Source: an optimization exercise on an open RTL-to-GDS flow (aim: small area). Production flows keep margins and buffers that such runs may drop.
At most, simulation tests tie the RTL to the original design; equivalence was not proved.
Power figures rest on the tool's default switching activity, not on a simulated workload.

==> branch yarrow <==
==> flow/design.v (excerpt) <==
module Axi_Lite_Uart (
    input         clock,
    input         reset,           
    input  [15:0] s_axi_awaddr,
    input         s_axi_awvalid,
    output        s_axi_awready,
    input  [31:0] s_axi_wdata,
    input         s_axi_wvalid,
    output        s_axi_wready,
    output [1:0]  s_axi_bresp,
    output        s_axi_bvalid,
    input         s_axi_bready,
    input  [15:0] s_axi_araddr,
    input         s_axi_arvalid,
    output        s_axi_arready,
    output [31:0] s_axi_rdata,
    output [1:0]  s_axi_rresp,
    output        s_axi_rvalid,
    input         s_axi_rready,
    input         RxD,
    output        TxD,
    input         CTS,
    output        RTS
);
export LEC_CHECK = 0
export CAP_MARGIN = 20
export CORE_MARGIN = 2
export CORE_UTILIZATION = 65
export SLEW_MARGIN = 20
export SYNTH_HIERARCHICAL = 1
export SYNTH_MINIMUM_KEEP_SIZE = 0
create_clock -name core_clock -period 6.0 [get_ports {clock}]
standard.sh (not shown) runs the stock make flow with config.mk's settings and CLKGATE_MAP_FILE= SYNTH_SCRIPT=/design/flow/synth_recipe.tcl, a recipe that flattens the netlist after the stock synthesis.
==> flow/flow/run.sh <==
#!/bin/bash
# Standard ORFS layout (the standard.sh) with two changes:
#  - port buffers use the smallest buffer cell instead of the resizer's pick;
#  - CTS clusters up to 30 sinks within 200 um and inserts no dummy loads.
# make's full output goes to standard.log; ORFS keeps per-step logs in orfs/logs.
set -euo pipefail
bash standard.sh \
  "BUFFER_PORTS_ARGS=-buffer_cell sky130_fd_sc_hd__buf_1" \
  "CTS_ARGS=-sink_clustering_enable -repair_clock_nets -dont_use_dummy_load -sink_clustering_size 20 -sink_clustering_max_diameter 120 -buf_list sky130_fd_sc_hd__clkbuf_8" \
  "ABC_LOAD_IN_FF=1" \
  finish > standard.log 2>&1
==> branch cedar (differences from branch yarrow) <==
--- a/flow/design.v
+++ b/flow/design.v
@@ -64,16 +64,82 @@
     output b,
     output g
 );
     assign c = q;
     assign d = ~(q | z);
     assign b = ~q | nv;
     assign g = q & nh;
 endmodule
+module slice_p23 (
+    input  q,
+    input  c,
+    input  b,
+    input  g,
+    input  z,
+    input  dv,
+    output d,
+    output cn,
+    output bn,
+    output gn
+);
+    wire ns, bg, bp;
+    g_xnor2 u_s  (.a(q), .b(c), .y(ns));
+    g_nand2 u_c  (.a(q), .b(c), .y(cn));
+    g_nor2  u_d  (.a(ns), .b(z), .y(d));
+    g_nor2  u_bg (.a(ns), .b(dv), .y(bg));
+    g_nand2 u_bp (.a(ns), .b(dv), .y(bp));
+    g_a21oi u_b  (.a1(bp), .a2(b), .b1(bg), .y(bn));
+    g_nor2  u_g  (.a(q), .b(g), .y(gn));
+endmodule
+module g_maj3 (input a, input b, input c, output y); assign y = (a & b) | (a & c) | (b & c); endmodule
+module slice_pm (
+    input  q,
+    input  c,
+    input  b,
+    input  g,
+    input  z,
+    input  dv,
+    input  nh,
+    output d,
+    output cn,
+    output bn,
+    output go
+);
+    wire ns, bg, bp;
+    g_xnor2 u_s  (.a(q), .b(c), .y(ns));
+    g_nand2 u_c  (.a(q), .b(c), .y(cn));
+    g_nor2  u_d  (.a(ns), .b(z), .y(d));
+    g_nor2  u_bg (.a(ns), .b(dv), .y(bg));
+    g_nand2 u_bp (.a(ns), .b(dv), .y(bp));
+    g_a21oi u_b  (.a1(bp), .a2(b), .b1(bg), .y(bn));
+    g_maj3  u_g  (.a(q), .b(nh), .c(g), .y(go));
+endmodule
+module slice_nm (
+    input  q,
+    input  cn,
+    input  bn,
+    input  g,
+    input  z,
+    input  nv,
+    input  nh,
+    output d,
+    output c,
+    output b,
+    output go
+);
+    wire s, bgn, bpn;
+    g_xnor2 u_s  (.a(q), .b(cn), .y(s));
+    g_nor2b u_c  (.a(cn), .bn(q), .y(c));
+    g_nor2b u_d  (.a(z), .bn(s), .y(d));
+    g_nand2 u_bg (.a(s), .b(nv), .y(bgn));
+    g_nor2  u_bp (.a(s), .b(nv), .y(bpn));
+    g_o21ai u_b  (.a1(bpn), .a2(bn), .b1(bgn), .y(b));
+    g_maj3  u_g  (.a(q), .b(nh), .c(g), .y(go));
+endmodule
 `timescale 1ns / 1ps
 module g_a222oi (input a1, input a2, input b1, input b2, input c1, input c2, output y);
     assign y = ~((a1 & a2) | (b1 & b2) | (c1 & c2));
 endmodule
 module g_a22oi (input a1, input a2, input b1, input b2, output y);
     assign y = ~((a1 & a2) | (b1 & b2));
 endmodule
 module g_nand3 (input a, input b, input c, output y); assign y = ~(a & b & c); endmodule
@@ -329,17 +395,32 @@
     wire        tx_z, rx_z;
     slice_0 u_tx_s0 (.q(tx_div_cnt[0]), .z(tx_z), .nv(nl[0]), .nh(nl[1]),
         .d(tx_nxt[0]), .c(tx_c[1]), .b(tx_b[1]), .g(tx_g[1]));
     slice_0 u_rx_s0 (.q(rx_div_cnt[0]), .z(rx_z), .nv(nl[0]), .nh(nl[1]),
         .d(rx_nxt[0]), .c(rx_c[1]), .b(rx_b[1]), .g(rx_g[1]));
     generate for (k = 1; k < 24; k = k + 1) begin : slice
         wire dh = (k < 23) ? div_num[k+1] : 1'b0;
         wire nh = (k < 23) ? nl[k+1] : 1'b1;
-        if (k % 2 == 1) begin : p
+        if (k == 23) begin : p
+            slice_p23 u_tx (.q(tx_div_cnt[k]), .c(tx_c[k]), .b(tx_b[k]), .g(tx_g[k]), .z(tx_z),
+                .dv(div_num[k]), .d(tx_nxt[k]), .cn(tx_c[k+1]), .bn(tx_b[k+1]), .gn(tx_g[k+1]));
+            slice_p23 u_rx (.q(rx_div_cnt[k]), .c(rx_c[k]), .b(rx_b[k]), .g(rx_g[k]), .z(rx_z),
+                .dv(div_num[k]), .d(rx_nxt[k]), .cn(rx_c[k+1]), .bn(rx_b[k+1]), .gn(rx_g[k+1]));
+        end else if (k <= 8 && k % 2 == 1) begin : pm
+            slice_pm u_tx (.q(tx_div_cnt[k]), .c(tx_c[k]), .b(tx_b[k]), .g(tx_g[k]), .z(tx_z),
+                .dv(div_num[k]), .nh(nh), .d(tx_nxt[k]), .cn(tx_c[k+1]), .bn(tx_b[k+1]), .go(tx_g[k+1]));
+            slice_pm u_rx (.q(rx_div_cnt[k]), .c(rx_c[k]), .b(rx_b[k]), .g(rx_g[k]), .z(rx_z),
+                .dv(div_num[k]), .nh(nh), .d(rx_nxt[k]), .cn(rx_c[k+1]), .bn(rx_b[k+1]), .go(rx_g[k+1]));
+        end else if (k <= 8) begin : nm
+            slice_nm u_tx (.q(tx_div_cnt[k]), .cn(tx_c[k]), .bn(tx_b[k]), .g(tx_g[k]), .z(tx_z),
+                .nv(nl[k]), .nh(nh), .d(tx_nxt[k]), .c(tx_c[k+1]), .b(tx_b[k+1]), .go(tx_g[k+1]));
+            slice_nm u_rx (.q(rx_div_cnt[k]), .cn(rx_c[k]), .bn(rx_b[k]), .g(rx_g[k]), .z(rx_z),
+                .nv(nl[k]), .nh(nh), .d(rx_nxt[k]), .c(rx_c[k+1]), .b(rx_b[k+1]), .go(rx_g[k+1]));
+        end else if (k % 2 == 1) begin : p
             slice_p u_tx (.q(tx_div_cnt[k]), .c(tx_c[k]), .b(tx_b[k]), .g(tx_g[k]), .z(tx_z),
                 .dv(div_num[k]), .dh(dh), .d(tx_nxt[k]), .cn(tx_c[k+1]), .bn(tx_b[k+1]), .gn(tx_g[k+1]));
             slice_p u_rx (.q(rx_div_cnt[k]), .c(rx_c[k]), .b(rx_b[k]), .g(rx_g[k]), .z(rx_z),
                 .dv(div_num[k]), .dh(dh), .d(rx_nxt[k]), .cn(rx_c[k+1]), .bn(rx_b[k+1]), .gn(rx_g[k+1]));
         end else begin : n
             slice_n u_tx (.q(tx_div_cnt[k]), .cn(tx_c[k]), .bn(tx_b[k]), .gn(tx_g[k]), .z(tx_z),
                 .nv(nl[k]), .nh(nh), .d(tx_nxt[k]), .c(tx_c[k+1]), .b(tx_b[k+1]), .g(tx_g[k+1]));
             slice_n u_rx (.q(rx_div_cnt[k]), .cn(rx_c[k]), .bn(rx_b[k]), .gn(rx_g[k]), .z(rx_z),
==> flow/flow/run.sh (replaced) <==
#!/bin/bash
# Standard ORFS layout (the standard.sh) with two changes:
#  - port buffers use the smallest buffer cell instead of the resizer's pick;
#  - CTS clusters up to 30 sinks within 200 um and inserts no dummy loads.
# make's full output goes to standard.log; ORFS keeps per-step logs in orfs/logs.
set -euo pipefail
bash standard.sh \
  "BUFFER_PORTS_ARGS=-buffer_cell sky130_fd_sc_hd__buf_1" \
  "CTS_ARGS=-sink_clustering_enable -repair_clock_nets -dont_use_dummy_load -sink_clustering_size 16 -sink_clustering_max_diameter 100 -buf_list sky130_fd_sc_hd__clkbuf_8" \
  "ABC_LOAD_IN_FF=1" \
  finish > standard.log 2>&1
==> qor summary <==
metric	branch yarrow	branch cedar
Compound-Gate Fraction of Synth Area	11.4%	10.8%
Via count of the routed design	11000	10800
Starting Density	66.7%	66.4%
TritonCTS Buffers	23	28
Vias in the first global route	10700	10500
Result of the run	complete, no violations	complete, no violations
Share of the final layout cell area in sequential cells	59.0%	59.0%
Routed wire length	34100 um	33900 um
Routed wl met3	1770 um	1720 um
Worst Setup EP	rx_div_cnt[22]	tx_div_cnt[10]
Worst-case setup margin in the final layout	741 ps	810 ps
Final std cell area, no fill	17500 um2	17500 um2
Inverters	60	61
Half-perimeter wire length after detailed placement	23700 um	23100 um
Capture instance of the worst register-to-register path	rx_div_cnt[22]	tx_div_cnt[10]
Reported leakage power	6.25 nW	6.27 nW
Initial antenna violation count	1	0
Dpl ws	563 ps	476 ps
Switching Share	27.2%	26.9%
Power share of the sequential group	63.4%	62.4%
Fraction of power consumed by the clock network	21.5%	23.0%
DRC marker count from the first detailed-route iteration	1262	1324
Fraction of met1 tracks used by global routing	36.2%	34.4%
Post-synth cell types	58	56
Clock latency on the worst-skew pair	580 ps	600 ps
Switching power	0.00138 W	0.00138 W
Total Die Area	26400 um2	26200 um2
For branch yarrow, only the layout was checked, not whether the RTL still works.

[separate check: timing with driven ports]
No port has a modelled driver above. Below, the same layouts with a new extraction and two added sets of constraints.
Step 1 assumes that a clkbuf_16 drives the clock port and a buf_2 every other input.
Step 2, shift: input delay + t, output delay - t, t = (earliest + latest rising clock arrival at the registers) / 2. This alone moves slack from input paths to output paths.
Three values: ideal, step 1, step 2; two values: the first two.
| run | t, ns | slack for setup (ns) | clock arrival spread, ns | worst data-port slew with drivers (ns) |
|---|---|---|---|---|
| branch yarrow | 0.601 | 0.741 / 0.741 / 0.741 | 0.051 / 0.051 | 0.08 |
| branch cedar | 0.614 | 0.810 / 0.810 / 0.810 | 0.060 / 0.060 | 0.07 |
After both steps every run listed still meets setup and hold.
